Background: an optimization exercise with open tools, aiming at small area and a short achievable clock period. Do not read the settings as production practice. In this exercise RTL edits were held to simulation tests only and were not proved equivalent to the original. The clock input has no modelled driver; a real chip could not lean on it and would need a root buffer or a full tree. Power is estimated from default activity; no workload was simulated.

<file path="design.v">
module alu_top (
    input             clk,
    input      [7:0]  a,
    input      [7:0]  b,
    input      [3:0]  command,
    input             en,
    output reg [15:0] out
);
    reg  [7:0]  a_q, b_q;
    reg  [3:0]  command_q;
    reg         en_q;
    wire [15:0] alu_out;
    always @(posedge clk) begin
        a_q       <= a;
        b_q       <= b;
        command_q <= command;
        en_q      <= en;
        out       <= alu_out;
    end
    alu u_alu (.a(a_q), .b(b_q), .command(command_q), .en(en_q), .out(alu_out));
endmodule

module alu (
	input [7:0] a, b,
	input [3:0] command,
	input en,
	output [15:0] out
);
wire P0 = (command == 4'd2) | (command == 4'd3) | (command == 4'd10) | (command == 4'd11) | (command == 4'd12) | (command == 4'd14);
wire P1 = (command == 4'd0) | (command == 4'd3) | (command == 4'd9) | (command == 4'd10) | (command == 4'd13);
wire P2 = (command == 4'd0) | (command == 4'd1) | (command == 4'd9) | (command == 4'd10) | (command == 4'd13) | (command == 4'd15);
wire P3 = (command == 4'd1) | (command == 4'd2) | (command == 4'd8) | (command == 4'd9) | (command == 4'd12) | (command == 4'd14) | (command == 4'd15);
wire G0 = 1'b0;
wire G1 = (command == 4'd2);
wire G2 = (command == 4'd3) | (command == 4'd6);
wire G3 = (command == 4'd0) | (command == 4'd3) | (command == 4'd6);
wire cin = (command == 4'd1) | (command == 4'd2);
wire [7:0] up, ug;
wire [8:0] uc;
assign uc[0] = cin;
assign up[0] = a[0] ? (b[0] ? P3 : P2) : (b[0] ? P1 : P0);
assign ug[0] = a[0] ? (b[0] ? G3 : G2) : (b[0] ? G1 : G0);
assign uc[1] = ug[0] | (up[0] & uc[0]);
assign up[1] = a[1] ? (b[1] ? P3 : P2) : (b[1] ? P1 : P0);
assign ug[1] = a[1] ? (b[1] ? G3 : G2) : (b[1] ? G1 : G0);
assign uc[2] = ug[1] | (up[1] & uc[1]);
assign up[2] = a[2] ? (b[2] ? P3 : P2) : (b[2] ? P1 : P0);
assign ug[2] = a[2] ? (b[2] ? G3 : G2) : (b[2] ? G1 : G0);
assign uc[3] = ug[2] | (up[2] & uc[2]);
assign up[3] = a[3] ? (b[3] ? P3 : P2) : (b[3] ? P1 : P0);
assign ug[3] = a[3] ? (b[3] ? G3 : G2) : (b[3] ? G1 : G0);
assign uc[4] = ug[3] | (up[3] & uc[3]);
assign up[4] = a[4] ? (b[4] ? P3 : P2) : (b[4] ? P1 : P0);
assign ug[4] = a[4] ? (b[4] ? G3 : G2) : (b[4] ? G1 : G0);
assign uc[5] = ug[4] | (up[4] & uc[4]);
assign up[5] = a[5] ? (b[5] ? P3 : P2) : (b[5] ? P1 : P0);
assign ug[5] = a[5] ? (b[5] ? G3 : G2) : (b[5] ? G1 : G0);
assign uc[6] = ug[5] | (up[5] & uc[5]);
assign up[6] = a[6] ? (b[6] ? P3 : P2) : (b[6] ? P1 : P0);
assign ug[6] = a[6] ? (b[6] ? G3 : G2) : (b[6] ? G1 : G0);
assign uc[7] = ug[6] | (up[6] & uc[6]);
assign up[7] = a[7] ? (b[7] ? P3 : P2) : (b[7] ? P1 : P0);
assign ug[7] = a[7] ? (b[7] ? G3 : G2) : (b[7] ? G1 : G0);
assign uc[8] = ug[7] | (up[7] & uc[7]);
wire u_sub = command[3:1] == 3'b001;
wire u_c8 = (command == 4'd0) | (command == 4'd1) | (command == 4'd6);
wire u_hi = u_sub ? ~uc[8] : ((command == 4'd10) | (command == 4'd11) | (command == 4'd12) | (command == 4'd14));
wire [15:0] r_unit = {{7{u_hi}}, u_c8 ? uc[8] : u_hi, up ^ uc[7:0]};
wire pp0_0 = a[0] & b[0];
wire pp0_1 = a[0] & b[1];
wire pp0_2 = a[0] & b[2];
wire pp0_3 = a[0] & b[3];
wire pp0_4 = a[0] & b[4];
wire pp0_5 = a[0] & b[5];
wire pp0_6 = a[0] & b[6];
wire pp0_7 = a[0] & b[7];
wire pp1_0 = a[1] & b[0];
wire pp1_1 = a[1] & b[1];
wire pp1_2 = a[1] & b[2];
wire pp1_3 = a[1] & b[3];
wire pp1_4 = a[1] & b[4];
wire pp1_5 = a[1] & b[5];
wire pp1_6 = a[1] & b[6];
wire pp1_7 = a[1] & b[7];
wire pp2_0 = a[2] & b[0];
wire pp2_1 = a[2] & b[1];
wire pp2_2 = a[2] & b[2];
wire pp2_3 = a[2] & b[3];
wire pp2_4 = a[2] & b[4];
wire pp2_5 = a[2] & b[5];
wire pp2_6 = a[2] & b[6];
wire pp2_7 = a[2] & b[7];
wire pp3_0 = a[3] & b[0];
wire pp3_1 = a[3] & b[1];
wire pp3_2 = a[3] & b[2];
wire pp3_3 = a[3] & b[3];
wire pp3_4 = a[3] & b[4];
wire pp3_5 = a[3] & b[5];
wire pp3_6 = a[3] & b[6];
wire pp3_7 = a[3] & b[7];
wire pp4_0 = a[4] & b[0];
wire pp4_1 = a[4] & b[1];
wire pp4_2 = a[4] & b[2];
wire pp4_3 = a[4] & b[3];
wire pp4_4 = a[4] & b[4];
wire pp4_5 = a[4] & b[5];
wire pp4_6 = a[4] & b[6];
wire pp4_7 = a[4] & b[7];
wire pp5_0 = a[5] & b[0];
wire pp5_1 = a[5] & b[1];
wire pp5_2 = a[5] & b[2];
wire pp5_3 = a[5] & b[3];
wire pp5_4 = a[5] & b[4];
wire pp5_5 = a[5] & b[5];
wire pp5_6 = a[5] & b[6];
wire pp5_7 = a[5] & b[7];
wire pp6_0 = a[6] & b[0];
wire pp6_1 = a[6] & b[1];
wire pp6_2 = a[6] & b[2];
wire pp6_3 = a[6] & b[3];
wire pp6_4 = a[6] & b[4];
wire pp6_5 = a[6] & b[5];
wire pp6_6 = a[6] & b[6];
wire pp6_7 = a[6] & b[7];
wire pp7_0 = a[7] & b[0];
wire pp7_1 = a[7] & b[1];
wire pp7_2 = a[7] & b[2];
wire pp7_3 = a[7] & b[3];
wire pp7_4 = a[7] & b[4];
wire pp7_5 = a[7] & b[5];
wire pp7_6 = a[7] & b[6];
wire pp7_7 = a[7] & b[7];
wire hs1 = pp0_6 ^ pp1_5;
wire hc2 = pp0_6 & pp1_5;
wire fs3 = pp0_7 ^ pp1_6 ^ pp2_5;
wire fc4 = (pp0_7 & pp1_6) | (pp0_7 & pp2_5) | (pp1_6 & pp2_5);
wire hs5 = pp3_4 ^ pp4_3;
wire hc6 = pp3_4 & pp4_3;
wire fs7 = pp1_7 ^ pp2_6 ^ pp3_5;
wire fc8 = (pp1_7 & pp2_6) | (pp1_7 & pp3_5) | (pp2_6 & pp3_5);
wire hs9 = pp4_4 ^ pp5_3;
wire hc10 = pp4_4 & pp5_3;
wire fs11 = pp2_7 ^ pp3_6 ^ pp4_5;
wire fc12 = (pp2_7 & pp3_6) | (pp2_7 & pp4_5) | (pp3_6 & pp4_5);
wire hs13 = pp0_4 ^ pp1_3;
wire hc14 = pp0_4 & pp1_3;
wire fs15 = pp0_5 ^ pp1_4 ^ pp2_3;
wire fc16 = (pp0_5 & pp1_4) | (pp0_5 & pp2_3) | (pp1_4 & pp2_3);
wire hs17 = pp3_2 ^ pp4_1;
wire hc18 = pp3_2 & pp4_1;
wire fs19 = hs1 ^ pp2_4 ^ pp3_3;
wire fc20 = (hs1 & pp2_4) | (hs1 & pp3_3) | (pp2_4 & pp3_3);
wire fs21 = pp4_2 ^ pp5_1 ^ pp6_0;
wire fc22 = (pp4_2 & pp5_1) | (pp4_2 & pp6_0) | (pp5_1 & pp6_0);
wire fs23 = fs3 ^ hs5 ^ pp5_2;
wire fc24 = (fs3 & hs5) | (fs3 & pp5_2) | (hs5 & pp5_2);
wire fs25 = pp6_1 ^ pp7_0 ^ hc2;
wire fc26 = (pp6_1 & pp7_0) | (pp6_1 & hc2) | (pp7_0 & hc2);
wire fs27 = fs7 ^ hs9 ^ pp6_2;
wire fc28 = (fs7 & hs9) | (fs7 & pp6_2) | (hs9 & pp6_2);
wire fs29 = pp7_1 ^ fc4 ^ hc6;
wire fc30 = (pp7_1 & fc4) | (pp7_1 & hc6) | (fc4 & hc6);
wire fs31 = fs11 ^ pp5_4 ^ pp6_3;
wire fc32 = (fs11 & pp5_4) | (fs11 & pp6_3) | (pp5_4 & pp6_3);
wire fs33 = pp7_2 ^ fc8 ^ hc10;
wire fc34 = (pp7_2 & fc8) | (pp7_2 & hc10) | (fc8 & hc10);
wire fs35 = pp3_7 ^ pp4_6 ^ pp5_5;
wire fc36 = (pp3_7 & pp4_6) | (pp3_7 & pp5_5) | (pp4_6 & pp5_5);
wire fs37 = pp6_4 ^ pp7_3 ^ fc12;
wire fc38 = (pp6_4 & pp7_3) | (pp6_4 & fc12) | (pp7_3 & fc12);
wire fs39 = pp4_7 ^ pp5_6 ^ pp6_5;
wire fc40 = (pp4_7 & pp5_6) | (pp4_7 & pp6_5) | (pp5_6 & pp6_5);
wire hs41 = pp0_3 ^ pp1_2;
wire hc42 = pp0_3 & pp1_2;
wire fs43 = hs13 ^ pp2_2 ^ pp3_1;
wire fc44 = (hs13 & pp2_2) | (hs13 & pp3_1) | (pp2_2 & pp3_1);
wire fs45 = fs15 ^ hs17 ^ pp5_0;
wire fc46 = (fs15 & hs17) | (fs15 & pp5_0) | (hs17 & pp5_0);
wire fs47 = fs19 ^ fs21 ^ fc16;
wire fc48 = (fs19 & fs21) | (fs19 & fc16) | (fs21 & fc16);
wire fs49 = fs23 ^ fs25 ^ fc20;
wire fc50 = (fs23 & fs25) | (fs23 & fc20) | (fs25 & fc20);
wire fs51 = fs27 ^ fs29 ^ fc24;
wire fc52 = (fs27 & fs29) | (fs27 & fc24) | (fs29 & fc24);
wire fs53 = fs31 ^ fs33 ^ fc28;
wire fc54 = (fs31 & fs33) | (fs31 & fc28) | (fs33 & fc28);
wire fs55 = fs35 ^ fs37 ^ fc32;
wire fc56 = (fs35 & fs37) | (fs35 & fc32) | (fs37 & fc32);
wire fs57 = fs39 ^ pp7_4 ^ fc36;
wire fc58 = (fs39 & pp7_4) | (fs39 & fc36) | (pp7_4 & fc36);
wire fs59 = pp5_7 ^ pp6_6 ^ pp7_5;
wire fc60 = (pp5_7 & pp6_6) | (pp5_7 & pp7_5) | (pp6_6 & pp7_5);
wire hs61 = pp0_2 ^ pp1_1;
wire hc62 = pp0_2 & pp1_1;
wire fs63 = hs41 ^ pp2_1 ^ pp3_0;
wire fc64 = (hs41 & pp2_1) | (hs41 & pp3_0) | (pp2_1 & pp3_0);
wire fs65 = fs43 ^ pp4_0 ^ hc42;
wire fc66 = (fs43 & pp4_0) | (fs43 & hc42) | (pp4_0 & hc42);
wire fs67 = fs45 ^ hc14 ^ fc44;
wire fc68 = (fs45 & hc14) | (fs45 & fc44) | (hc14 & fc44);
wire fs69 = fs47 ^ hc18 ^ fc46;
wire fc70 = (fs47 & hc18) | (fs47 & fc46) | (hc18 & fc46);
wire fs71 = fs49 ^ fc22 ^ fc48;
wire fc72 = (fs49 & fc22) | (fs49 & fc48) | (fc22 & fc48);
wire fs73 = fs51 ^ fc26 ^ fc50;
wire fc74 = (fs51 & fc26) | (fs51 & fc50) | (fc26 & fc50);
wire fs75 = fs53 ^ fc30 ^ fc52;
wire fc76 = (fs53 & fc30) | (fs53 & fc52) | (fc30 & fc52);
wire fs77 = fs55 ^ fc34 ^ fc54;
wire fc78 = (fs55 & fc34) | (fs55 & fc54) | (fc34 & fc54);
wire fs79 = fs57 ^ fc38 ^ fc56;
wire fc80 = (fs57 & fc38) | (fs57 & fc56) | (fc38 & fc56);
wire fs81 = fs59 ^ fc40 ^ fc58;
wire fc82 = (fs59 & fc40) | (fs59 & fc58) | (fc40 & fc58);
wire fs83 = pp6_7 ^ pp7_6 ^ fc60;
wire fc84 = (pp6_7 & pp7_6) | (pp6_7 & fc60) | (pp7_6 & fc60);
wire [15:0] m_x = {1'b0, pp7_7, fs83, fs81, fs79, fs77, fs75, fs73, fs71, fs69, fs67, fs65, fs63, hs61, pp0_1, pp0_0};
wire [15:0] m_y = {1'b0, fc84, fc82, fc80, fc78, fc76, fc74, fc72, fc70, fc68, fc66, fc64, hc62, pp2_0, pp1_0, 1'b0};
wire p85 = pp0_1 ^ pp1_0;
wire p86 = hs61 ^ pp2_0;
wire p87 = fs63 ^ hc62;
wire p88 = fs65 ^ fc64;
wire p89 = fs67 ^ fc66;
wire p90 = fs69 ^ fc68;
wire p91 = fs71 ^ fc70;
wire p92 = fs73 ^ fc72;
wire p93 = fs75 ^ fc74;
wire p94 = fs77 ^ fc76;
wire p95 = fs79 ^ fc78;
wire p96 = fs81 ^ fc80;
wire p97 = fs83 ^ fc82;
wire p98 = pp7_7 ^ fc84;
wire E99 = p86 & p85;
wire V100 = p86 ? pp0_1 : hs61;
wire E101 = p87 & E99;
wire V102 = p87 ? V100 : fs63;
wire E103 = p88 & E101;
wire V104 = p88 ? V102 : fs65;
wire E105 = p89 & E103;
wire V106 = p89 ? V104 : fs67;
wire E107 = p90 & E105;
wire V108 = p90 ? V106 : fs69;
wire E109 = p91 & E107;
wire V110 = p91 ? V108 : fs71;
wire E111 = p92 & E109;
wire V112 = p92 ? V110 : fs73;
wire E113 = p93 & E111;
wire V114 = p93 ? V112 : fs75;
wire E115 = p94 & E113;
wire V116 = p94 ? V114 : fs77;
wire E117 = p95 & E115;
wire V118 = p95 ? V116 : fs79;
wire E119 = p96 & E117;
wire V120 = p96 ? V118 : fs81;
wire E121 = p97 & E119;
wire V122 = p97 ? V120 : fs83;
wire E123 = p98 & E121;
wire V124 = p98 ? V122 : pp7_7;
wire E125 = 1'b0 & E123;
wire V126 = 1'b0 ? V124 : 1'b0;
wire sm127 = p85;
wire sm128 = p86 ^ (~p85 & pp0_1);
wire sm129 = p87 ^ (~E99 & V100);
wire sm130 = p88 ^ (~E101 & V102);
wire sm131 = p89 ^ (~E103 & V104);
wire sm132 = p90 ^ (~E105 & V106);
wire sm133 = p91 ^ (~E107 & V108);
wire sm134 = p92 ^ (~E109 & V110);
wire sm135 = p93 ^ (~E111 & V112);
wire sm136 = p94 ^ (~E113 & V114);
wire sm137 = p95 ^ (~E115 & V116);
wire sm138 = p96 ^ (~E117 & V118);
wire sm139 = p97 ^ (~E119 & V120);
wire sm140 = p98 ^ (~E121 & V122);
wire sm141 = 1'b0 ^ (~E123 & V124);
wire [15:0] r_mul = {sm141, sm140, sm139, sm138, sm137, sm136, sm135, sm134, sm133, sm132, sm131, sm130, sm129, sm128, sm127, pp0_0};
wire bnz = |b;
wire e142 = a[7] ~^ b[0];
wire ge143 = e142 | a[7];
wire d144 = ~e142;
wire c145 = ge143 & (b <= 8'd1);
wire q7 = c145;
wire s146 = ~c145;
wire s147 = c145;
wire r148 = (s146 & a[7]) | (s147 & d144);
wire e149 = a[6] ~^ b[0];
wire e150 = r148 ~^ b[1];
wire E151 = e150 & e149;
wire V152 = e150 ? a[6] : r148;
wire ge153 = E151 | V152;
wire d154 = ~e149;
wire d155 = e150 ^ (e149 | a[6]);
wire c156 = ge153 & (b <= 8'd3);
wire q6 = c156;
wire s157 = ~c156;
wire s158 = c156;
wire r159 = (s157 & a[6]) | (s158 & d154);
wire r160 = (s157 & r148) | (s158 & d155);
wire e161 = a[5] ~^ b[0];
wire e162 = r159 ~^ b[1];
wire e163 = r160 ~^ b[2];
wire E164 = e162 & e161;
wire V165 = e162 ? a[5] : r159;
wire E166 = e163 & E164;
wire V167 = e163 ? V165 : r160;
wire ge168 = E166 | V167;
wire d169 = ~e161;
wire d170 = e162 ^ (e161 | a[5]);
wire d171 = e163 ^ (E164 | V165);
wire c172 = ge168 & (b <= 8'd7);
wire q5 = c172;
wire s173 = ~c172;
wire s174 = c172;
wire r175 = (s173 & a[5]) | (s174 & d169);
wire r176 = (s173 & r159) | (s174 & d170);
wire r177 = (s173 & r160) | (s174 & d171);
wire e178 = a[4] ~^ b[0];
wire e179 = r175 ~^ b[1];
wire e180 = r176 ~^ b[2];
wire e181 = r177 ~^ b[3];
wire E182 = e179 & e178;
wire V183 = e179 ? a[4] : r175;
wire E184 = e180 & E182;
wire V185 = e180 ? V183 : r176;
wire E186 = e181 & E184;
wire V187 = e181 ? V185 : r177;
wire ge188 = E186 | V187;
wire d189 = ~e178;
wire d190 = e179 ^ (e178 | a[4]);
wire d191 = e180 ^ (E182 | V183);
wire d192 = e181 ^ (E184 | V185);
wire c193 = ge188 & (b <= 8'd15);
wire q4 = c193;
wire s194 = ~c193;
wire s195 = c193;
wire r196 = (s194 & a[4]) | (s195 & d189);
wire r197 = (s194 & r175) | (s195 & d190);
wire r198 = (s194 & r176) | (s195 & d191);
wire r199 = (s194 & r177) | (s195 & d192);
wire e200 = a[3] ~^ b[0];
wire e201 = r196 ~^ b[1];
wire e202 = r197 ~^ b[2];
wire e203 = r198 ~^ b[3];
wire e204 = r199 ~^ b[4];
wire E205 = e201 & e200;
wire V206 = e201 ? a[3] : r196;
wire E207 = e202 & E205;
wire V208 = e202 ? V206 : r197;
wire E209 = e203 & E207;
wire V210 = e203 ? V208 : r198;
wire E211 = e204 & E209;
wire V212 = e204 ? V210 : r199;
wire ge213 = E211 | V212;
wire d214 = ~e200;
wire d215 = e201 ^ (e200 | a[3]);
wire d216 = e202 ^ (E205 | V206);
wire d217 = e203 ^ (E207 | V208);
wire d218 = e204 ^ (E209 | V210);
wire c219 = ge213 & (b <= 8'd31);
wire q3 = c219;
wire s220 = ~c219;
wire s221 = c219;
wire r222 = (s220 & a[3]) | (s221 & d214);
wire r223 = (s220 & r196) | (s221 & d215);
wire r224 = (s220 & r197) | (s221 & d216);
wire r225 = (s220 & r198) | (s221 & d217);
wire r226 = (s220 & r199) | (s221 & d218);
wire e227 = a[2] ~^ b[0];
wire e228 = r222 ~^ b[1];
wire e229 = r223 ~^ b[2];
wire e230 = r224 ~^ b[3];
wire e231 = r225 ~^ b[4];
wire e232 = r226 ~^ b[5];
wire E233 = e228 & e227;
wire V234 = e228 ? a[2] : r222;
wire E235 = e229 & E233;
wire V236 = e229 ? V234 : r223;
wire E237 = e230 & E235;
wire V238 = e230 ? V236 : r224;
wire E239 = e231 & E237;
wire V240 = e231 ? V238 : r225;
wire E241 = e232 & E239;
wire V242 = e232 ? V240 : r226;
wire ge243 = E241 | V242;
wire d244 = ~e227;
wire d245 = e228 ^ (e227 | a[2]);
wire d246 = e229 ^ (E233 | V234);
wire d247 = e230 ^ (E235 | V236);
wire d248 = e231 ^ (E237 | V238);
wire d249 = e232 ^ (E239 | V240);
wire c250 = ge243 & (b <= 8'd63);
wire q2 = c250;
wire s251 = ~c250;
wire s252 = c250;
wire r253 = (s251 & a[2]) | (s252 & d244);
wire r254 = (s251 & r222) | (s252 & d245);
wire r255 = (s251 & r223) | (s252 & d246);
wire r256 = (s251 & r224) | (s252 & d247);
wire r257 = (s251 & r225) | (s252 & d248);
wire r258 = (s251 & r226) | (s252 & d249);
wire e259 = a[0] ~^ b[0];
wire e260 = a[1] ~^ b[1];
wire e261 = r253 ~^ b[2];
wire e262 = r254 ~^ b[3];
wire e263 = r255 ~^ b[4];
wire e264 = r256 ~^ b[5];
wire e265 = r257 ~^ b[6];
wire e266 = r258 ~^ b[7];
wire E267 = e260 & e259;
wire V268 = e260 ? a[0] : a[1];
wire E269 = e261 & E267;
wire V270 = e261 ? V268 : r253;
wire E271 = e262 & E269;
wire V272 = e262 ? V270 : r254;
wire E273 = e263 & E271;
wire V274 = e263 ? V272 : r255;
wire E275 = e264 & E273;
wire V276 = e264 ? V274 : r256;
wire E277 = e265 & E275;
wire V278 = e265 ? V276 : r257;
wire E279 = e266 & E277;
wire V280 = e266 ? V278 : r258;
wire ge281 = E279 | V280;
wire c282 = ge281;
wire e283 = ~a[0];
wire e284 = a[1] ~^ b[0];
wire e285 = r253 ~^ b[1];
wire e286 = r254 ~^ b[2];
wire e287 = r255 ~^ b[3];
wire e288 = r256 ~^ b[4];
wire e289 = r257 ~^ b[5];
wire e290 = r258 ~^ b[6];
wire E291 = e284 & e283;
wire V292 = e284 ? a[0] : a[1];
wire E293 = e285 & E291;
wire V294 = e285 ? V292 : r253;
wire E295 = e286 & E293;
wire V296 = e286 ? V294 : r254;
wire E297 = e287 & E295;
wire V298 = e287 ? V296 : r255;
wire E299 = e288 & E297;
wire V300 = e288 ? V298 : r256;
wire E301 = e289 & E299;
wire V302 = e289 ? V300 : r257;
wire E303 = e290 & E301;
wire V304 = e290 ? V302 : r258;
wire ge305 = E303 | V304;
wire c306 = ge305 & (b <= 8'd127);
wire [10:0] b3 = 3 * {3'b0, b};
wire e307 = a[0] ~^ b3[0];
wire e308 = a[1] ~^ b3[1];
wire e309 = r253 ~^ b3[2];
wire e310 = r254 ~^ b3[3];
wire e311 = r255 ~^ b3[4];
wire e312 = r256 ~^ b3[5];
wire e313 = r257 ~^ b3[6];
wire e314 = r258 ~^ b3[7];
wire E315 = e308 & e307;
wire V316 = e308 ? a[0] : a[1];
wire E317 = e309 & E315;
wire V318 = e309 ? V316 : r253;
wire E319 = e310 & E317;
wire V320 = e310 ? V318 : r254;
wire E321 = e311 & E319;
wire V322 = e311 ? V320 : r255;
wire E323 = e312 & E321;
wire V324 = e312 ? V322 : r256;
wire E325 = e313 & E323;
wire V326 = e313 ? V324 : r257;
wire E327 = e314 & E325;
wire V328 = e314 ? V326 : r258;
wire ge329 = E327 | V328;
wire c330 = ge329 & (b <= 8'd85);
wire q1 = c306;
wire q0 = (c306 ? c330 : c282);
wire [15:0] r_div = {8'd0, {q7,q6,q5,q4,q3,q2,q1,q0} & {8{bnz}}};
reg [15:0] o;
always @(*) begin
	case (command)
	4'd4: o = r_mul;
	4'd5: o = r_div;
	4'd7: o = {9'd0, a[7:1]};
	default: o = r_unit;
	endcase
end
assign out = en ? o : 16'd0;
endmodule
</file>
<file path="flow/run.sh">
#!/bin/bash
# Standard layout with these changes:
#  - synthesis: no full/half-adder cell extraction (ADDER_MAP_FILE empty), so ABC maps all logic,
#    and ABC's area script is flow/abc_area.script (a copy of ORFS's scripts folder with that
#    one file replaced is used for the synthesis step only);
#  - port buffers chosen in flow/ports.tcl instead of the default (DONT_BUFFER_PORTS=1 stops the
#    flow's own call; ports.tcl runs just before it, at the start of global placement);
#  - after the placement resize step, flip-flops with large fanout get the x4 drive, and gates
#    on paths slower than TARGET_NS are sized up (flow/post_resize.tcl);
#  - clock tree: no dummy loads, and the root buffer removed so that the leaf buffers hang
#    from the clock port (flow/post_cts.tcl).
# make's output goes to make_*.log here; ORFS writes each tool's log under orfs/logs/.
set -euo pipefail
export CLK_LEAF_CELL=sky130_fd_sc_hd__clkbuf_8
here=$(pwd)
export UPSIZE_FLOP_FANOUT=${UPSIZE_FLOP_FANOUT:-8}
# setup slack that the post-placement sizing aims for: the clock period less TARGET_NS
TARGET_NS=5.3
export REPAIR_SETUP_MARGIN=$(python3 -c "print(round($FLOW_PERIOD_NS - $TARGET_NS, 3))")
rm -rf "$here/synth_scripts"
cp -r "$FLOW_HOME/scripts" "$here/synth_scripts"
cp "$here/flow/abc_area.script" "$here/synth_scripts/abc_area.script"
bash standard.sh ADDER_MAP_FILE= SCRIPTS_DIR="$here/synth_scripts" synth > make_synth.log 2>&1
CTS="-root_buf sky130_fd_sc_hd__clkbuf_16 -buf_list sky130_fd_sc_hd__clkbuf_16 -sink_clustering_enable -sink_clustering_size 60 -sink_clustering_max_diameter 1000 -dont_use_dummy_load -repair_clock_nets"
bash standard.sh ADDER_MAP_FILE= DONT_BUFFER_PORTS=1 PRE_GLOBAL_PLACE_TCL="$here/flow/ports.tcl" \
  POST_RESIZE_TCL="$here/flow/post_resize.tcl" "CTS_ARGS=$CTS" POST_CTS_TCL="$here/flow/post_cts.tcl" finish > make_finish.log 2>&1
</file>
<file path="flow/abc_area.script">
strash
dc2
balance
rewrite
refactor
balance
rewrite
rewrite -z
balance
refactor -z
rewrite -z
balance
&get -n
&deepsyn -T 20
&put
dch
map -B 0.9
strash
dch
map -B 0.9
topo
stime -c
buffer -c
upsize -c
dnsize -c
</file>
<file path="flow/ports.tcl">
# Port buffers: the smallest buffer on inputs (they have most of the cycle to spare) and a
# faster one on outputs. Every input and output port still gets its own buffer.
buffer_ports -inputs -buffer_cell sky130_fd_sc_hd__buf_1
buffer_ports -outputs -buffer_cell sky130_fd_sc_hd__buf_2
</file>
<file path="flow/post_cts.tcl">
set block [ord::get_db_block]
set root [$block findInst clkbuf_0_clk]
if {$root eq "NULL" || $root eq ""} { error "post_cts: no root buffer clkbuf_0_clk" }
set rootnet [[$root findITerm X] getNet]
set clknet [[$root findITerm A] getNet]
set leaves {}
foreach it [$rootnet getITerms] {
  if {[$it isOutputSignal]} { continue }
  set inst [$it getInst]
  if {![string match "sky130_fd_sc_hd__clkbuf_*" [[$inst getMaster] getName]]} {
    error "post_cts: the root buffer drives [$inst getName], not only leaf buffers"
  }
  lappend leaves $it
}
if {[llength $leaves] > 4} { error "post_cts: [llength $leaves] leaf buffers, more than the port may drive" }
foreach it $leaves {
  $it disconnect
  $it connect $clknet
}
[$root findITerm A] disconnect
[$root findITerm X] disconnect
odb::dbInst_destroy $root
odb::dbNet_destroy $rootnet
if {[info exists ::env(CLK_LEAF_CELL)] && $::env(CLK_LEAF_CELL) ne ""} {
  foreach it $leaves { replace_cell [[$it getInst] getName] $::env(CLK_LEAF_CELL) }
}
puts "post_cts: [llength $leaves] leaf buffers now driven from the clock port"
detailed_placement
check_placement -verbose
estimate_parasitics -placement
report_clock_latency
</file>
<file path="flow/post_resize.tcl">
# After the placement resize step: stronger flip-flops on large fanouts, then (when
# REPAIR_SETUP_MARGIN is set) gate sizing and swaps, no new buffers, on paths with less setup
# slack than that margin.
source [file join [file dirname [info script]] upsize_flops.tcl]
if { [info exists ::env(REPAIR_SETUP_MARGIN)] && $::env(REPAIR_SETUP_MARGIN) ne "" } {
  estimate_parasitics -placement
  repair_timing -setup -setup_margin $::env(REPAIR_SETUP_MARGIN) -sequence "sizeup,swap" -skip_last_gasp
  report_worst_slack -max
}
</file>
<file path="flow/upsize_flops.tcl">
# Flip-flops whose output drives many pins get a stronger drive (same function, same name).
set n 0
foreach inst [get_cells *] {
  set ref [get_property $inst ref_name]
  if {$ref ne "sky130_fd_sc_hd__dfxtp_1"} { continue }
  set q [get_pins -of_objects $inst -filter "direction == output"]
  set loads [llength [get_pins -of_objects [get_nets -of_objects $q] -filter "direction == input"]]
  if {$loads >= $::env(UPSIZE_FLOP_FANOUT)} {
    replace_cell $inst sky130_fd_sc_hd__dfxtp_4
    incr n
  }
}
puts "upsize_flops: $n flip-flops resized"
</file>
<file path="standard.sh">
#!/bin/bash
# synth_recipe.tcl (not shown) runs the flow's synth.tcl, then flattens the netlist and writes it again
# the make line also repeats each setting of config.mk as NAME=value (left out here)
make -C /OpenROAD-flow-scripts/flow DESIGN_CONFIG=/design/flow/config.mk WORK_HOME=/design/flow/orfs CLKGATE_MAP_FILE= SYNTH_SCRIPT=/design/flow/synth_recipe.tcl "${@:-finish}"
</file>
<file path="config.mk">
export PLATFORM = sky130hd
export DESIGN_NAME = alu_top
export DESIGN_NICKNAME = alu_top
export VERILOG_FILES = /design/flow/design.v
export SDC_FILE = /design/flow/constraint.sdc
export NUM_CORES = 4
export LEC_CHECK = 0
export ABC_AREA = 1
export CAP_MARGIN = 20
export CORE_MARGIN = 2
export CORE_UTILIZATION = 40
export GPL_TIMING_DRIVEN = 0
export SLEW_MARGIN = 20
</file>
<file path="constraint.sdc">
create_clock -name core_clock -period 25.0 [get_ports {clk}]
set_input_delay 5.0000 -clock core_clock [delete_from_list [all_inputs] [get_ports {clk}]]
set_output_delay 5.0000 -clock core_clock [all_outputs]
set_load 0.01 [all_outputs]
</file>
==> reports/summary.txt, run 1 <==
crit share post-route - 22.3%
Placer Congestion - 0.979
Worst Path Buf+Inv - 1
FF/Latch Area - 741 sq um
CP Cell Sequence - buf_2
delay of the slowest cell on the worst path - 0.31 ns
fin crit period - 5.57 ns
leading cell types by count after synthesis - nand2_1 (273), inv_1 (101), o21ai_0 (65)
full die area - 12800 sq um
Hold Fails Final Rpt - 0
Avg WL per Cell - 14.5 um
Die Wd - 113 um
Synth Warn # - 2
clk sink count - 37
ys async rst share - 0%
count of different cell masters after synthesis - 46
global-route wire length before repair - 24.2 mm
1st-iter DRT viols - 463
Worst path depth - 1
Synth Cell Area - 4770 sq um
Ports - 38
LEAKAGE - 2.60 nW
Final WS setup - 19.43 ns
later-pin clock latency in the skew report - 0.14 ns
DRT antenna net count - 0
dpl ws - 19.59 ns
fraction of layout cells with a size suffix above 1 - 8.68%
simple-gate portion of the synthesized area - 43.0%
Total Wirelength - 15.1 mm
critical path startpoint category - flip-flop
via count - 5604
fillers - 1275
adder-cell share of the synthesized area - 0%
Most used DFF post-synth - dfxtp_1
Reg2Reg Depth - 49
Synth Area in Compound Gates - 19.8%
vias per cell - 5.38
most numerous cell in the Yosys netlist - nand2_1
slowest cell on the critical path - dfxtp_1
flops & latches, synth - 37
DP HPWL - 11.9 mm
Slew Viols, Final - 0
Synth area leader - nand2_1
clock share of power - 11.7%
mux share of post-synthesis cell area - 0%
nets - 923
internal power - 0.134 mW
top-area cell type share of the netlist area - 21.5%
hold depth - 2
Reg power frac - 26.6%
initial antenna violation count - 0
Worst-Margin Slew - 0.837 ns
Sw Ratio - 46.2%
RSZ-0062 raised after global routing - no
Core Region - 11500 sq um
Cell Rows - 39
Overflow after GRT - 0
setup violators final - 0
multi-input logic area - 3480 sq um
post-synthesis xor/xnor area fraction - 10.3%
largest family of logic cells by synthesized area - simple AND/OR/NAND/NOR gates
f_max - 180 MHz
pwr dens - 48.3 nW/um^2
first drt pass iteration count - 23
Crit Path Max Fanout - 1
setup TNS - 0 ns
mean post-synth cell area - 5.56 sq um
fin util - 44.8%
Remaining DRCs - 0
ant diodes - 0
crit path kind - flip-flop to output pin
Hold WC Path Type - flip-flop to flip-flop
CP Data Arrival Time - 0.57 ns
CP required - 20.00 ns
Placement Cell Area - 5110 sq um
Worst setup EP type - output pin
Setup Skew - 0.0106 ns
pin count of the biggest net entering global routing - 13
number of global-route vias before repair - 4841
outcome - finished clean
Port Buffer Count - 37
post-synthesis cell count - 858
Rel. slew slack - 43.6%
Layout area overhead - 8.24%
Die Ht - 113 um
Mapped Nets - 880
final instance area - 5160 sq um
Global Route Usage Sum - 23.7%
Post-synth EDFFs - 0
synth top area cells - nand2_1 (21%), dfxtp_1 (16%), inv_1 (8.0%), o21ai_0 (6.8%), nand3_1 (6.7%)
Psw - 0.115 mW
hold_ws - 0.495 ns
worst vdd ir - 21.4 uV
cell family with most CP delay - flip-flops
Seq/Total Area, Yosys - 15.5%
initial core utilization - 41.4%
MaxCap Viol Count - 0
Comb pwr share - 61.7%
CTS clock-pin slew for the worst setup and hold paths - 0.07 ns
[final timing paths]
kind                          start                end  slack (ns)
setup reg to reg     b_q[7]$_DFF_P_  out[0]$_SDFF_PN0_       19.87
setup / recovery  out[4]$_SDFF_PN0_             out[4]       19.43
hold / removal         en_q$_DFF_P_  out[2]$_SDFF_PN0_        0.49
hold reg to reg        en_q$_DFF_P_  out[2]$_SDFF_PN0_        0.49
[per-stage QoR]
stage          power [mW]  std cells
6_report            0.249       1042
5_1_grt             0.274       1042
3_5_place_dp        0.219       1038
3_3_place_gp        0.219       1038
2_1_floorplan       0.189        858
[flip-flops by register name, summed over array words and instances, names as in the netlist]
| name | count |
|---|---|
| b_q | 8 |
| en_q | 1 |
| a_q | 8 |
| command_q | 4 |
| out | 16 |
[cell usage in the layout, fill, tap and decap left out, types with 15 or more instances in the layout]
master / n
a21oi_1: 45
nand2_1: 273
o21ai_0: 65
xnor2_1: 30
nand3_1: 64
nor2_1: 62
buf_2: 27
inv_1: 101
nand4_1: 15
xor2_1: 26
dfxtp_1: 37
buf_1: 21
[cell families after synthesis]
group           after synthesis
compound gates              164
xor+xnor                     56
buf+inv                     136
flops                        37
simple gates                465
[worst reg2reg max path: cells and delay by family (launching register included)]
kind                   cells  cell delay (ns)
flip-flops                 1             0.30
AO/OA/AOI/OAI              3             0.45
buffers and inverters      5             0.40
AND/OR/NAND/NOR           41             3.92
[area by class of cell]
type,count,area share [%]
buffer,25,2.45
clock buffer,4,1.07
inverter,111,8.07
multi-input combinational,685,67.5
sequential,37,14.4
tap,143,3.47
timing repair buffer,37,3.08
[routing by layer]
| layer | GRT usage, % | routed length, um |
|---|---|---|
| met2 | 36.9 | 6330 |
| met1 | 33.2 | 6880 |
| met4 | 7.64 | 452 |
| met3 | 4.07 | 1480 |
| met5 | 0 | 0 |
[power by group through the flow]
stage / clock network [mW] / registers, mW / logic (mW)
5_1_grt: 0.0328 / 0.0668 / 0.174
3_3_place_gp: 0 / 0.0676 / 0.151
2_1_floorplan: 0 / 0.0689 / 0.120
6_report: 0.0292 / 0.0663 / 0.154
3_5_place_dp: 0 / 0.0676 / 0.152
==> run 2: changes to the inputs <==
--- a/flow/abc_area.script
+++ b/flow/abc_area.script
@@ -18,8 +18,10 @@
 strash
 dch
 map -B 0.9
+strash
+dch
+map -B 0.9
 topo
 stime -c
-buffer -c
 upsize -c
 dnsize -c
==> run 2 against run 1 <==
- critical path type unchanged
- clock skew up 0.017 ns
- non-clock buffer count down 24
- design area down 2.1%
==> reports/summary.txt, run 2 <==
post-synthesis cell count - 831 (was 858)
setup violators final - 0 (unchanged)
Slew Viols, Final - 0 (unchanged)
fraction of layout cells with a size suffix above 1 - 9.97% (was 8.68%)
top-area cell type share of the netlist area - 22.8% (was 21.5%)
crit path kind - flip-flop to output pin (unchanged)
MaxCap Viol Count - 0 (unchanged)
leading cell types by count after synthesis - nand2_1 (279), clkinv_1 (91), nand3_1 (69) (was nand2_1 (273), inv_1 (101), o21ai_0 (65))
pwr dens - 47.2 nW/um^2 (was 48.3 nW/um^2)
largest reg by FF count - out (unchanged)
most frequent cells in the layout - nand2_1 (279), clkinv_1 (91), nand3_1 (69) (was nand2_1 (273), inv_1 (101), o21ai_0 (65))
setup TNS - 0 ns (unchanged)
number of global-route vias before repair - 4840 (was 4841)
initial antenna violation count - 0 (unchanged)
count of different cell masters after synthesis - 43 (was 46)
met1 Track Usage GR - 34.2% (was 33.2%)
Sw Ratio - 46.2% (about the same)
crit share post-route - 22.4% (was 22.3%)
via count - 5482 (was 5604)
RSZ-0062 raised after global routing - no (unchanged)
Synth Cell Area - 4580 sq um (was 4770 sq um)
Worst Path Buf+Inv - 1 (unchanged)
Seq/Total Area, Yosys - 16.2% (was 15.5%)
DRT antenna net count - 0 (unchanged)
CP Cell Sequence - buf_2 (unchanged)
Largest register FFs - 16 (unchanged)
nets - 897 (was 923)
Die Ht - 111 um (was 113 um)
full die area - 12300 sq um (was 12800 sq um)
pin count of the biggest net entering global routing - 21 (was 13)
vias per cell - 5.40 (was 5.38)
slowest cell on the critical path - dfxtp_1 (unchanged)
Core Region - 11300 sq um (was 11500 sq um)
clk sink count - 37 (unchanged)
met2 Track Usage GR - 39.0% (was 36.9%)
Worst-Margin Slew - 1.08 ns (was 0.837 ns)
Global Route Usage Sum - 24.5% (was 23.7%)
later-pin clock latency in the skew report - 0.14 ns (about the same)
outcome - finished clean (unchanged)
DP HPWL - 11.3 mm (was 11.9 mm)
Layout area overhead - 10.2% (was 8.24%)
CP Data Arrival Time - 0.59 ns (was 0.57 ns)
flops & latches, synth - 37 (unchanged)
Most used DFF post-synth - dfxtp_1 (unchanged)
critical path startpoint category - flip-flop (unchanged)
initial core utilization - 40.5% (was 41.4%)
Post-synth EDFFs - 0 (unchanged)
Setup Skew - 0.0278 ns (was 0.0106 ns)
fillers - 1279 (was 1275)
delay of the slowest cell on the worst path - 0.32 ns (was 0.31 ns)
Worst setup EP type - output pin (unchanged)
internal power - 0.128 mW (was 0.134 mW)
Synth Warn # - 2 (unchanged)
Total Wirelength - 15.1 mm (about the same)
Cell Rows - 39 (unchanged)
Rel. slew slack - 27.0% (was 43.6%)
LEAKAGE - 2.22 nW (was 2.60 nW)
most numerous cell in the Yosys netlist - nand2_1 (unchanged)
routing usage on met3 - 3.28% (was 4.07%)
Placement Cell Area - 5000 sq um (was 5110 sq um)
Ports - 38 (unchanged)
ant diodes - 0 (unchanged)
cell family with most CP delay - flip-flops (unchanged)
worst vdd ir - 32.6 uV (was 21.4 uV)
Psw - 0.110 mW (was 0.115 mW)
Reg power frac - 30.0% (was 26.6%)
ys async rst share - 0% (unchanged)
Mapped Nets - 853 (was 880)
Remaining DRCs - 0 (unchanged)
fin crit period - 5.59 ns (was 5.57 ns)
Synth area leader - nand2_1 (unchanged)
CTS clock-pin slew for the worst setup and hold paths - 0.08 ns (was 0.07 ns)
Die Wd - 111 um (was 113 um)
Most Crowded Layer GR - met2 (unchanged)
f_max - 179 MHz (was 180 MHz)
Largest regs - out x16, a_q x8, b_q x8 (unchanged)
Port Buffer Count - 37 (unchanged)
final instance area - 5050 sq um (was 5160 sq um)
Comb pwr share - 57.3% (was 61.7%)
clock share of power - 12.7% (was 11.7%)
Placer Congestion - 0.961 (was 0.979)
commonest non-fill, non-tap cell in the layout - nand2_1 (unchanged)
Avg WL per Cell - 14.9 um (was 14.5 um)
first drt pass iteration count - 5 (was 23)
global-route wire length before repair - 24.5 mm (was 24.2 mm)
1st-iter DRT viols - 413 (was 463)
Crit Path Max Fanout - 1 (unchanged)
Overflow after GRT - 0 (unchanged)
CP required - 20.00 ns (about the same)
Hold Fails Final Rpt - 0 (unchanged)
Hold WC Path Type - flip-flop to flip-flop (unchanged)
synth top area cells - nand2_1 (23%), dfxtp_1 (16%), nand3_1 (7.5%), clkinv_1 (7.5%), o21ai_0 (6.4%) (was nand2_1 (21%), dfxtp_1 (16%), inv_1 (8.0%), o21ai_0 (6.8%), nand3_1 (6.7%))
mean post-synth cell area - 5.52 sq um (was 5.56 sq um)
[run 2: cell count changes after synthesis, sizes merged, moves of 6 or more]
| cell | delta |
|---|---|
| clkinv | +86 |
| inv | -86 |
| buf | -15 |
| clkbuf | -10 |
| xnor2 | -9 |
| o21ai | -7 |
| o22ai | +7 |
| nand2 | +6 |
| o211ai | -6 |
[run 2: kinds of logic (layout without fill, tap and decap cells)]
kind of cell,count (synthesis),in the layout,synth area share [%]
AOI/OAI and AO/OA,157,157,20.1
buffers and inverters,111,153,9.14
and+or+nand+nor,473,473,44.4
xor gates and xnor gates,52,52,9.93
DFF,37,37,16.2
adders and majority gates,1,1,0.218
[run 2: metrics by stage]
stage	worst slack [ns]	cells	hold slack (ns)	utilization (%)	total power [mW]
detailed placement	19.60	1012	0.574	44.2	0.208
floorplan	19.67	831	0.472	-	0.179
global route	19.05	1016	0.604	44.6	0.261
finish	19.41	1016	0.589	44.6	0.238
global placement	19.40	1011	0.581	43.5	0.208
[run 2: worst paths after layout]
path / start / endpoint / slack [ns] / cells past startpoint
max: out[3]$_SDFF_PN0_ / out[3] / 19.41 / 1
min: en_q$_DFF_P_ / out[0]$_SDFF_PN0_ / 0.59 / 2
max reg2reg: b_q[4]$_DFF_P_ / out[1]$_SDFF_PN0_ / 19.66 / 45
min reg2reg: en_q$_DFF_P_ / out[0]$_SDFF_PN0_ / 0.59 / 2
[run 2: power by group through the flow]
stage               logic, mW  clock network (mW)  registers, mW
finish                  0.136              0.0302         0.0716
floorplan               0.107                   0         0.0714
global placement        0.134                   0         0.0731
detailed placement      0.135                   0         0.0724
global route            0.155              0.0339         0.0720
[run 2: layout make-up]
type | instances | area (sq um) | area share (%)
well taps | 143 | 179 | 3.54
clock buffers | 4 | 55.1 | 1.09
repair buffers | 38 | 166 | 3.29
inverters | 111 | 419 | 8.29
multi-input cells | 683 | 3430 | 67.9
flip-flops and latches | 37 | 805 | 15.9
[run 2: worst min-delay path: stages (launching register included)]
cell,delay [ns]
dfxtp_1,0.41
nand2_1,0.11
a21oi_1,0.04
[run 2: routing by layer]
layer  up-vias  wire [um]
met2       224       6510
met5         -          0
met1      2366       6930
li1       2847          -
met3        45       1180
met4         0        475
==> run 3: changes to the inputs <==
--- a/flow/abc_area.script
+++ b/flow/abc_area.script
@@ -23,5 +23,5 @@
 map -B 0.9
 topo
 stime -c
-upsize -c
+buffer -c
 dnsize -c
==> run 3 against run 2 <==
- register-to-register slack worse by 0.08 ns
- synthesized cell count is 3.0% higher
- clock power is 2% higher
- power grew 0.88%
- global-route usage is 0.71 points higher
- combinational power grew 5%
- hold slack worse by 0.016 ns
- wire length is 3.8% higher
- sequential share of layout area shrank 1.2 points
- final cell count rose by 2.4%
- first-iteration DRC count increased by 22%
- critical endpoint is now out[7]
- largest power group unchanged
- highest routed layer unchanged
==> reports/summary.txt, run 3 <==
top-area cell type share of the netlist area - 23.7% (was 22.8%)
Worst Path Buf+Inv - 1 (unchanged)
worst vdd ir - 36.8 uV (was 32.6 uV)
Reg2Reg Depth - 45 (unchanged)
Endpoint, Worst Hold - out[0]$_SDFF_PN0_ (unchanged)
vias per cell - 5.36 (was 5.40)
simple-gate portion of the synthesized area - 42.9% (was 44.4%)
post-synthesis xor/xnor area fraction - 9.90% (was 9.93%)
Overflow after GRT - 0 (unchanged)
mux share of post-synthesis cell area - 0% (unchanged)
Seq/Total Area, Yosys - 16.1% (was 16.2%)
Worst R2R End - out[0]$_SDFF_PN0_ (was out[1]$_SDFF_PN0_)
Synth Cell Area - 4600 sq um (was 4580 sq um)
CP Data Arrival Time - 0.57 ns (was 0.59 ns)
Die Ht - 111 um (about the same)
Comb pwr share - 59.5% (was 57.3%)
crit path kind - flip-flop to output pin (unchanged)
final cell count without fillers - 1040 (was 1016)
LEAKAGE - 2.52 nW (was 2.22 nW)
Reg2Reg Setup Slack - 19.58 ns (was 19.66 ns)
Largest register FFs - 16 (unchanged)
Hold Fails Final Rpt - 0 (unchanged)
pin count of the biggest net entering global routing - 13 (was 21)
via count - 5571 (was 5482)
Setup Skew - 0.0212 ns (was 0.0278 ns)
Avg WL per Cell - 15.1 um (was 14.9 um)
Cell Rows - 39 (unchanged)
largest reg by FF count - out (unchanged)
Worst setup EP type - output pin (unchanged)
CP startpoint - out[7]$_SDFF_PN0_ (was out[3]$_SDFF_PN0_)
Sw Ratio - 46.3% (was 46.2%)
number of global-route vias before repair - 4992 (was 4840)
Worst-Margin Slew - 0.901 ns (was 1.08 ns)
setup TNS - 0 ns (unchanged)
Largest regs - out x16, a_q x8, b_q x8 (unchanged)
largest family of logic cells by synthesized area - simple AND/OR/NAND/NOR gates (unchanged)
setup violators final - 0 (unchanged)
Global Route Usage Sum - 25.2% (was 24.5%)
Rel. slew slack - 39.5% (was 27.0%)
adder-cell share of the synthesized area - 0.218% (about the same)
CP required - 20.00 ns (about the same)
fraction of layout cells with a size suffix above 1 - 5.69% (was 9.97%)
Slew Viols, Final - 0 (unchanged)
flops & latches, synth - 37 (unchanged)
Crit Path Max Fanout - 1 (unchanged)
Worst path depth - 1 (unchanged)
CTS clock-pin slew for the worst setup and hold paths - 0.07 ns (was 0.08 ns)
Most used DFF post-synth - dfxtp_1 (unchanged)
pwr dens - 47.7 nW/um^2 (was 47.2 nW/um^2)
RSZ-0062 raised after global routing - no (unchanged)
most numerous cell in the Yosys netlist - nand2_1 (unchanged)
Synth area leader - nand2_1 (unchanged)
DRT antenna net count - 0 (unchanged)
Synth Warn # - 2 (unchanged)
Reg power frac - 27.6% (was 30.0%)
MaxCap Viol Count - 0 (unchanged)
delay of the slowest cell on the worst path - 0.32 ns (about the same)
Hold WC Path Type - flip-flop to flip-flop (unchanged)
Synth Area in Compound Gates - 19.8% (was 20.1%)
f_max - 179 MHz (about the same)
1st-iter DRT viols - 505 (was 413)
total power - 0.240 mW (was 0.238 mW)
Ports - 38 (unchanged)
ys async rst share - 0% (unchanged)
Die Wd - 111 um (about the same)
crit share post-route - 22.3% (was 22.4%)
CP Cell Sequence - buf_2 (unchanged)
Layout area overhead - 9.60% (was 10.2%)
global-route wire length before repair - 25.2 mm (was 24.5 mm)
DP HPWL - 12.2 mm (was 11.3 mm)
clock share of power - 12.9% (was 12.7%)
fin util - 44.5% (was 44.6%)
reg-to-reg startpoint - b_q[4]$_DFF_P_ (unchanged)
Remaining DRCs - 0 (unchanged)
Total Wirelength - 15.7 mm (was 15.1 mm)
ant diodes - 0 (unchanged)
initial core utilization - 40.6% (was 40.5%)
Mapped Nets - 878 (was 853)
Core Region - 11300 sq um (unchanged)
count of different cell masters after synthesis - 37 (was 43)
Psw - 0.111 mW (was 0.110 mW)
initial antenna violation count - 0 (unchanged)
dpl cells - 1036 (was 1012)
mean post-synth cell area - 5.37 sq um (was 5.52 sq um)
leading cell types by count after synthesis - nand2_1 (291), inv_1 (106), nand3_1 (71) (was nand2_1 (279), clkinv_1 (91), nand3_1 (69))
synth top area cells - nand2_1 (24%), dfxtp_1 (16%), inv_1 (8.6%), nand3_1 (7.7%), o21ai_0 (7.0%) (was nand2_1 (23%), dfxtp_1 (16%), nand3_1 (7.5%), clkinv_1 (7.5%), o21ai_0 (6.4%))
internal power - 0.129 mW (was 0.128 mW)
critical path startpoint category - flip-flop (unchanged)
fin crit period - 5.57 ns (was 5.59 ns)
hold path startpoint - en_q$_DFF_P_ (unchanged)
hold depth - 2 (unchanged)
slowest cell on the critical path - dfxtp_1 (unchanged)
later-pin clock latency in the skew report - 0.14 ns (about the same)
outcome - finished clean (unchanged)
first drt pass iteration count - 5 (unchanged)
cell family with most CP delay - flip-flops (unchanged)
most frequent cells in the layout - nand2_1 (287), inv_1 (106), nand3_1 (70) (was nand2_1 (279), clkinv_1 (91), nand3_1 (69))
Placer Congestion - 0.963 (was 0.961)
full die area - 12400 sq um (was 12300 sq um)
Post-synth EDFFs - 0 (unchanged)
post-synthesis cell count - 856 (was 831)
nets - 921 (was 897)
Port Buffer Count - 37 (unchanged)
clk sink count - 37 (unchanged)
commonest non-fill, non-tap cell in the layout - nand2_1 (unchanged)
## run 3: cell count changes in the layout (fill, tap and decap cells not counted), moves of 5 or more
cell	delta
clkbuf_1	+23
nand2_1	+8
dfxtp_4	-17
inv_1	+98
dfxtp_1	+15
clkinv_1	-87
inv_2	-11
nand2_2	-5
## run 3: cells by family (layout without fill, tap and decap cells)
kind of cell | after synthesis | count (layout)
AO/OA/AOI/OAI | 157 | 157
XOR/XNOR | 52 | 52
adder cells (fa/ha/maj) | 1 | 1
buffers and inverters | 136 | 177
flip-flops | 37 | 37
AND/OR/NAND/NOR | 473 | 473
## run 3: worst reg2reg max path, delay by kind of cell, from the launching register on
family	cells	cell delay, ns
compound gates	4	0.50
flops	1	0.42
xor+xnor	1	0.25
simple gates	38	3.78
buf+inv	2	0.36
## run 3: final cells by class
cell class | instances | area [sq um]
buffer | 25 | 95.1
multi-input combinational | 683 | 3380
fill | 1293 | 6280
tap | 143 | 179
inverter | 111 | 420
sequential | 37 | 743
clock buffer | 4 | 55.1
timing repair buffer | 37 | 165
## run 3: how the worst max path moves through the flow
| stage | endpoint | slack, ns |
|---|---|---|
| 3_5_place_dp | out[8] | 19.57 |
| 3_3_place_gp | out[0]$_SDFF_PN0_ | 18.77 |
| 2_1_floorplan | out[0] | 19.67 |
| 6_report | out[7] | 19.43 |
| 5_1_grt | out[1]$_SDFF_PN0_ | 18.92 |
## run 3: power groups by stage
stage          logic, mW  registers, mW  clock network (mW)
2_1_floorplan      0.108         0.0686                   0
3_3_place_gp       0.140         0.0675                   0
3_5_place_dp       0.142         0.0677                   0
5_1_grt            0.163         0.0668              0.0342
6_report           0.143         0.0664              0.0309
## run 3: stage by stage
stage               hold WS (ns)  setup slack [ns]  cell area, sq um
detailed placement         0.558             19.57              4990
global placement           0.557             18.77              4940
global route               0.594             18.92              5040
floorplan                  0.469             19.67              4600
finish                     0.573             19.43              5040
## run 3: routing by layer
layer	up-vias	global-route usage, %	share of wire (%)
li1	2879	-	-
met1	2446	35.3	45
met2	213	40.4	44
met3	33	3.72	8.0
met4	0	6.91	2.7
met5	-	0	0
==> run 4: changes to the inputs <==
==> flow/abc_area.script (replaced) <==
strash
dc2
balance
rewrite
refactor
balance
rewrite
rewrite -z
balance
refactor -z
rewrite -z
balance
dch
map -B 0.9
strash
dch
map -B 0.9
topo
stime -c
buffer -c
upsize -c
dnsize -c
--- a/config.mk
+++ b/config.mk
@@ -8,6 +8,6 @@
 export ABC_AREA = 1
 export CAP_MARGIN = 20
 export CORE_MARGIN = 2
-export CORE_UTILIZATION = 40
+export CORE_UTILIZATION = 55
 export GPL_TIMING_DRIVEN = 0
 export SLEW_MARGIN = 20
==> run 4 against run 3 <==
- register-to-register slack got worse by 0.17 ns
- first-iteration DRC count down 14%
- sequential share of layout area decreased by 0.69 points
- hold slack better by 0.14 ns
- core utilization increased by 16 points
- die area down 21%
- wire length is 6.0% higher
- clock power is 5% higher
- synthesized cell count rose by 6.4%
- worst setup slack got worse by 0.029 ns
- largest cell class unchanged
- largest power group unchanged
==> reports/summary.txt, run 4 <==
outcome - finished clean (unchanged)
worst vdd ir - 27.6 uV (was 36.8 uV)
Hold Fails Final Rpt - 0 (unchanged)
top sig layer - met4 (unchanged)
cell family with most CP delay - flip-flops (unchanged)
Remaining DRCs - 0 (unchanged)
hold depth - 3 (was 2)
Port Buffer Count - 37 (unchanged)
Worst Path Buf+Inv - 1 (unchanged)
Slew Viols, Final - 0 (unchanged)
setup TNS - 0 ns (unchanged)
CP required - 20.00 ns (about the same)
MaxCap Viol Count - 0 (unchanged)
first drt pass iteration count - 5 (unchanged)
delay of the slowest cell on the worst path - 0.33 ns (was 0.32 ns)
dpl cells - 1056 (was 1036)
Placer Congestion - 0.956 (was 0.963)
Most used DFF post-synth - dfxtp_1 (unchanged)
CP Cell Sequence - buf_2 (unchanged)
Reg2Reg Depth - 53 (was 45)
Die Wd - 98.6 um (was 111 um)
count of different cell masters after synthesis - 43 (was 37)
total power - 0.246 mW (was 0.240 mW)
hold_ws - 0.713 ns (was 0.573 ns)
largest reg by FF count - out (unchanged)
fin crit period - 5.60 ns (was 5.57 ns)
final instance area - 5270 sq um (was 5040 sq um)
Worst path depth - 1 (unchanged)
post-synthesis cell count - 911 (was 856)
LEAKAGE - 2.75 nW (was 2.52 nW)
crit path kind - flip-flop to output pin (unchanged)
final cell count without fillers - 1060 (was 1040)
initial core utilization - 56.4% (was 40.6%)
f_max - 178 MHz (was 179 MHz)
Hold WC Path Type - flip-flop to flip-flop (unchanged)
Post-synth EDFFs - 0 (unchanged)
Cell Rows - 34 (was 39)
Core Region - 8720 sq um (was 11300 sq um)
pwr dens - 46.7 nW/um^2 (was 47.7 nW/um^2)
met2 WL - 7.41 mm (was 6.87 mm)
Overflow after GRT - 0 (unchanged)
synth top area cells - nand2_1 (24%), dfxtp_1 (15%), o21ai_0 (7.5%), inv_1 (7.5%), nand3_1 (6.0%) (was nand2_1 (24%), dfxtp_1 (16%), inv_1 (8.6%), nand3_1 (7.7%), o21ai_0 (7.0%))
Ports - 38 (unchanged)
crit share post-route - 22.4% (was 22.3%)
fraction of layout cells with a size suffix above 1 - 9.45% (was 5.69%)
Global Route Usage Sum - 34.4% (was 25.2%)
initial antenna violation count - 0 (unchanged)
most frequent cells in the layout - nand2_1 (320), inv_1 (98), o21ai_0 (74) (was nand2_1 (287), inv_1 (106), nand3_1 (70))
Metal-1 WL - 7.17 mm (was 7.12 mm)
Largest regs - out x16, a_q x8, b_q x8 (unchanged)
Die Ht - 98.6 um (was 111 um)
pin count of the biggest net entering global routing - 14 (was 13)
later-pin clock latency in the skew report - 0.14 ns (about the same)
full die area - 9720 sq um (was 12400 sq um)
Mapped Nets - 933 (was 878)
Synth Cell Area - 4920 sq um (was 4600 sq um)
DP HPWL - 13.0 mm (was 12.2 mm)
Placement Cell Area - 5220 sq um (was 4990 sq um)
ys async rst share - 0% (unchanged)
vias per cell - 5.78 (was 5.36)
Crit Path Max Fanout - 1 (unchanged)
1st-iter DRT viols - 436 (was 505)
met3 WL - 1.32 mm (was 1.25 mm)
top-area cell type share of the netlist area - 24.4% (was 23.7%)
leading cell types by count after synthesis - nand2_1 (320), inv_1 (98), o21ai_0 (74) (was nand2_1 (291), inv_1 (106), nand3_1 (71))
mean post-synth cell area - 5.40 sq um (was 5.37 sq um)
via count - 6122 (was 5571)
Layout area overhead - 7.09% (was 9.60%)
Synth Warn # - 2 (unchanged)
most numerous cell in the Yosys netlist - nand2_1 (unchanged)
RSZ-0062 raised after global routing - no (unchanged)
commonest non-fill, non-tap cell in the layout - nand2_1 (unchanged)
nets - 976 (was 921)
global-route wire length before repair - 27.3 mm (was 25.2 mm)
setup violators final - 0 (unchanged)
Worst setup EP type - output pin (unchanged)
Seq/Total Area, Yosys - 15.0% (was 16.1%)
Synth area leader - nand2_1 (unchanged)
Worst-Margin Slew - 1.18 ns (was 0.901 ns)
critical path startpoint category - flip-flop (unchanged)
Setup Skew - 0.0127 ns (was 0.0212 ns)
Total Wirelength - 16.6 mm (was 15.7 mm)
DRT antenna net count - 0 (unchanged)
number of global-route vias before repair - 5760 (was 4992)
flops & latches, synth - 37 (unchanged)
CTS clock-pin slew for the worst setup and hold paths - 0.08 ns (was 0.07 ns)
slowest cell on the critical path - dfxtp_1 (unchanged)
ant diodes - 0 (unchanged)
Largest register FFs - 16 (unchanged)
Avg WL per Cell - 15.7 um (was 15.1 um)
Rel. slew slack - 20.5% (was 39.5%)
clk sink count - 37 (unchanged)
CP Data Arrival Time - 0.60 ns (was 0.57 ns)
run 4: cell types whose count changed in the layout (fill, tap and decap cells not counted), moves of 8 or more:
cell / change
nand3_1: -11
a21oi_1: +11
clkbuf_1: -10
o21ai_0: +12
nand2_1: +33
buf_2: +9
nand2_2: +12
inv_1: -8
nand4_1: -11
run 4: path summary, 6_finish.rpt:
path | from | endpoint | slack, ns
worst max register to register | a_q[7]$_DFF_P_ | out[0]$_SDFF_PN0_ | 19.41
worst min register to register | en_q$_DFF_P_ | out[7]$_SDFF_PN0_ | 0.71
worst max-delay path | out[5]$_SDFF_PN0_ | out[5] | 19.40
worst min-delay path | en_q$_DFF_P_ | out[7]$_SDFF_PN0_ | 0.71
run 4: area by class of cell:
cell class / instances / area (sq um)
plain buffers: 26 / 124
clock buffers: 4 / 55.1
fillers: 911 / 3450
inverters: 106 / 400
multi-input cells: 742 / 3660
flip-flops and latches: 37 / 741
well taps: 108 / 135
repair buffers: 37 / 159
run 4: cells by family (layout without fill, tap and decap cells):
| group | after synthesis | after routing | share of synthesized area (%) |
|---|---|---|---|
| multiplexers | 1 | 1 | 0.229 |
| XOR/XNOR | 53 | 53 | 9.43 |
| AND/OR/NAND/NOR | 509 | 509 | 44.1 |
| AO/OA/AOI/OAI | 179 | 179 | 20.5 |
| buffers and inverters | 132 | 173 | 10.7 |
| flip-flops | 37 | 37 | 15.0 |
run 4: report_power, final:
part           switching, mW  leakage (nW)  internal [mW]
combinational         0.0977          2.41         0.0501
clock                 0.0177        0.0288         0.0146
sequential           0.00242         0.310         0.0636
run 4: routing by layer:
| layer | track usage, % | up-vias |
|---|---|---|
| met5 | 0 | - |
| met2 | 56.3 | 292 |
| met4 | 15.4 | 0 |
| met1 | 45.4 | 2748 |
| met3 | 4.47 | 61 |
| li1 | - | 3021 |
run 4: stage by stage:
stage | setup slack [ns] | util [%]
2_1_floorplan | 19.67 | -
3_3_place_gp | 19.59 | 59.8
3_5_place_dp | 19.57 | 59.8
5_1_grt | 18.85 | 60.4
6_report | 19.40 | 60.4
==> run 5: changes to the inputs <==
--- a/flow/run.sh
+++ b/flow/run.sh
@@ -15,7 +15,7 @@
 here=$(pwd)
 export UPSIZE_FLOP_FANOUT=${UPSIZE_FLOP_FANOUT:-8}
 # setup slack that the post-placement sizing aims for: the clock period less TARGET_NS
-TARGET_NS=5.3
+TARGET_NS=5.2
 export REPAIR_SETUP_MARGIN=$(python3 -c "print(round($FLOW_PERIOD_NS - $TARGET_NS, 3))")
 rm -rf "$here/synth_scripts"
 cp -r "$FLOW_HOME/scripts" "$here/synth_scripts"
--- a/flow/abc_area.script
+++ b/flow/abc_area.script
@@ -18,5 +18,4 @@
 topo
 stime -c
 buffer -c
-upsize -c
 dnsize -c
==> flow/post_resize.tcl (replaced) <==
# After the placement resize step: stronger flip-flops on large fanouts, then (when
# REPAIR_SETUP_MARGIN is set) repair_timing (sizing, swaps, buffering) on paths with less setup
# slack than that margin.
source [file join [file dirname [info script]] upsize_flops.tcl]
if { [info exists ::env(REPAIR_SETUP_MARGIN)] && $::env(REPAIR_SETUP_MARGIN) ne "" } {
  estimate_parasitics -placement
  repair_timing -setup -setup_margin $::env(REPAIR_SETUP_MARGIN) -skip_last_gasp
  report_worst_slack -max
}
--- a/config.mk
+++ b/config.mk
@@ -8,6 +8,6 @@
 export ABC_AREA = 1
 export CAP_MARGIN = 20
 export CORE_MARGIN = 2
-export CORE_UTILIZATION = 55
+export CORE_UTILIZATION = 40
 export GPL_TIMING_DRIVEN = 0
 export SLEW_MARGIN = 20
==> run 5 against run 4 <==
- combinational power is essentially flat
- sequential share of layout area down 0.29 points
- still clean on timing, DRC and antenna
- via count shrank 3.3%
- global-route usage is 9.6 points lower
- synthesized cell count is the same
- first-iteration DRC count increased by 23%
- critical path type unchanged
- clock skew grew 0.0096 ns
- worst setup slack gained 0.047 ns
- core utilization fell by 15 points
==> reports/summary.txt, run 5 <==
number of global-route vias before repair - 5246 (was 5760)
via count - 5921 (was 6122)
mean post-synth cell area - 5.27 sq um (was 5.40 sq um)
Ports - 38 (unchanged)
Hold Fails Final Rpt - 0 (unchanged)
Synth Warn # - 2 (unchanged)
leading cell types by count after synthesis - nand2_1 (337), inv_1 (102), o21ai_0 (80) (was nand2_1 (320), inv_1 (98), o21ai_0 (74))
critical path startpoint category - flip-flop (unchanged)
synth top area cells - nand2_1 (26%), dfxtp_1 (15%), o21ai_0 (8.3%), inv_1 (8.0%), nand3_1 (6.9%) (was nand2_1 (24%), dfxtp_1 (15%), o21ai_0 (7.5%), inv_1 (7.5%), nand3_1 (6.0%))
most numerous cell in the Yosys netlist - nand2_1 (unchanged)
ant diodes - 0 (unchanged)
Setup Skew - 0.0223 ns (was 0.0127 ns)
Placement Cell Area - 5340 sq um (was 5220 sq um)
Seq/Total Area, Yosys - 15.4% (was 15.0%)
Die Ht - 114 um (was 98.6 um)
Synth area leader - nand2_1 (unchanged)
1st-iter DRT viols - 537 (was 436)
clk sink count - 37 (unchanged)
global-route wire length before repair - 25.7 mm (was 27.3 mm)
CP Cell Sequence - buf_2 (unchanged)
Placer Congestion - 0.944 (was 0.956)
Global Route Usage Sum - 24.8% (was 34.4%)
Avg WL per Cell - 14.3 um (was 15.7 um)
MaxCap Viol Count - 0 (unchanged)
largest reg by FF count - out (unchanged)
Layout area overhead - 12.3% (was 7.09%)
Worst Path Buf+Inv - 1 (unchanged)
Worst setup EP type - output pin (unchanged)
fin crit period - 5.56 ns (was 5.60 ns)
Largest regs - out x16, a_q x8, b_q x8 (unchanged)
Die Wd - 114 um (was 98.6 um)
Slew Viols, Final - 0 (unchanged)
LEAKAGE - 2.76 nW (was 2.75 nW)
Hold WC Path Type - flip-flop to flip-flop (unchanged)
Largest register FFs - 16 (unchanged)
RSZ-0062 raised after global routing - no (unchanged)
fraction of layout cells with a size suffix above 1 - 8.95% (was 9.45%)
worst vdd ir - 32.7 uV (was 27.6 uV)
vias per cell - 5.34 (was 5.78)
slowest cell on the critical path - dfxtp_1 (unchanged)
f_max - 180 MHz (was 178 MHz)
count of different cell masters after synthesis - 35 (was 43)
pin count of the biggest net entering global routing - 13 (was 14)
Overflow after GRT - 0 (unchanged)
crit path kind - flip-flop to output pin (unchanged)
Mapped Nets - 933 (unchanged)
ys async rst share - 0% (unchanged)
flops & latches, synth - 37 (unchanged)
Cell Rows - 40 (was 34)
outcome - finished clean (unchanged)
Port Buffer Count - 37 (unchanged)
CTS clock-pin slew for the worst setup and hold paths - 0.07 ns (was 0.08 ns)
Synth Cell Area - 4800 sq um (was 4920 sq um)
initial core utilization - 40.5% (was 56.4%)
cell family with most CP delay - flip-flops (unchanged)
setup TNS - 0 ns (unchanged)
DP HPWL - 12.4 mm (was 13.0 mm)
Post-synth EDFFs - 0 (unchanged)
most frequent cells in the layout - nand2_1 (325), inv_1 (101), o21ai_0 (77) (was nand2_1 (320), inv_1 (98), o21ai_0 (74))
pwr dens - 45.0 nW/um^2 (was 46.7 nW/um^2)
crit share post-route - 22.2% (was 22.4%)
full die area - 12900 sq um (was 9720 sq um)
Worst-Margin Slew - 1.14 ns (was 1.18 ns)
final instance area - 5390 sq um (was 5270 sq um)
Crit Path Max Fanout - 1 (unchanged)
Most used DFF post-synth - dfxtp_1 (unchanged)
later-pin clock latency in the skew report - 0.15 ns (was 0.14 ns)
commonest non-fill, non-tap cell in the layout - nand2_1 (unchanged)
Total Wirelength - 15.9 mm (was 16.6 mm)
first drt pass iteration count - 8 (was 5)
Core Region - 11900 sq um (was 8720 sq um)
setup violators final - 0 (unchanged)
DRT antenna net count - 0 (unchanged)
CP Data Arrival Time - 0.56 ns (was 0.60 ns)
CP required - 20.00 ns (about the same)
initial antenna violation count - 0 (unchanged)
Remaining DRCs - 0 (unchanged)
nets - 985 (was 976)
hold_ws - 0.674 ns (was 0.713 ns)
Rel. slew slack - 23.3% (was 20.5%)
delay of the slowest cell on the worst path - 0.31 ns (was 0.33 ns)
post-synthesis cell count - 911 (unchanged)
top-area cell type share of the netlist area - 26.3% (was 24.4%)
run 5: kinds of logic (layout without fill, tap and decap cells):
kind of cell	Yosys count	after routing	synth area share (%)
AOI/OAI and AO/OA	179	179	20.7
and+or+nand+nor	509	509	43.3
muxes	1	1	0.235
DFF	37	37	15.4
buffers and inverters	132	182	10.6
xor gates and xnor gates	53	53	9.67
run 5: stage by stage:
| step | worst slack (ns) | utilization [%] | total power, mW | std cells |
|---|---|---|---|---|
| 6_report | 19.44 | 45.5 | 0.243 | 1108 |
| 5_1_grt | 18.94 | 45.5 | 0.267 | 1108 |
| 3_5_place_dp | 19.59 | 45.0 | 0.210 | 1104 |
| 3_3_place_gp | 18.65 | 43.4 | 0.205 | 1095 |
| 2_1_floorplan | 19.67 | - | 0.176 | 911 |
run 5: path summary, 6_finish.rpt:
kind                           from                 to  slack, ns  depth (start not counted)
setup reg to reg     b_q[4]$_DFF_P_  out[0]$_SDFF_PN0_      19.62                         51
hold reg to reg        en_q$_DFF_P_  out[0]$_SDFF_PN0_       0.67                          3
setup / recovery  out[0]$_SDFF_PN0_             out[0]      19.44                          1
hold / removal         en_q$_DFF_P_  out[0]$_SDFF_PN0_       0.67                          3
run 5: layout make-up:
cell class / count / area, sq um
plain buffers: 26 / 115
clock buffers: 4 / 55.1
fillers: 1325 / 6470
inverters: 106 / 405
multi-input cells: 742 / 3660
flip-flops and latches: 37 / 742
well taps: 147 / 184
repair buffers: 46 / 226
run 5: metal layers:
layer  GRT usage, %  wire length, um  vias to the layer above  part of all wire [%]
li1               -                -                     3041                     -
met1           33.9             7300                     2627                    46
met2           40.6             6950                      224                    44
met3           3.35             1150                       29                   7.2
met4           8.05              469                        0                   3.0
met5              0                0                        -                     0
run 5: power by group:
group	total, mW	switching [mW]	internal, mW
clock	0.0316	0.0170	0.0146
combinational	0.145	0.0946	0.0506
sequential	0.0660	0.00238	0.0636
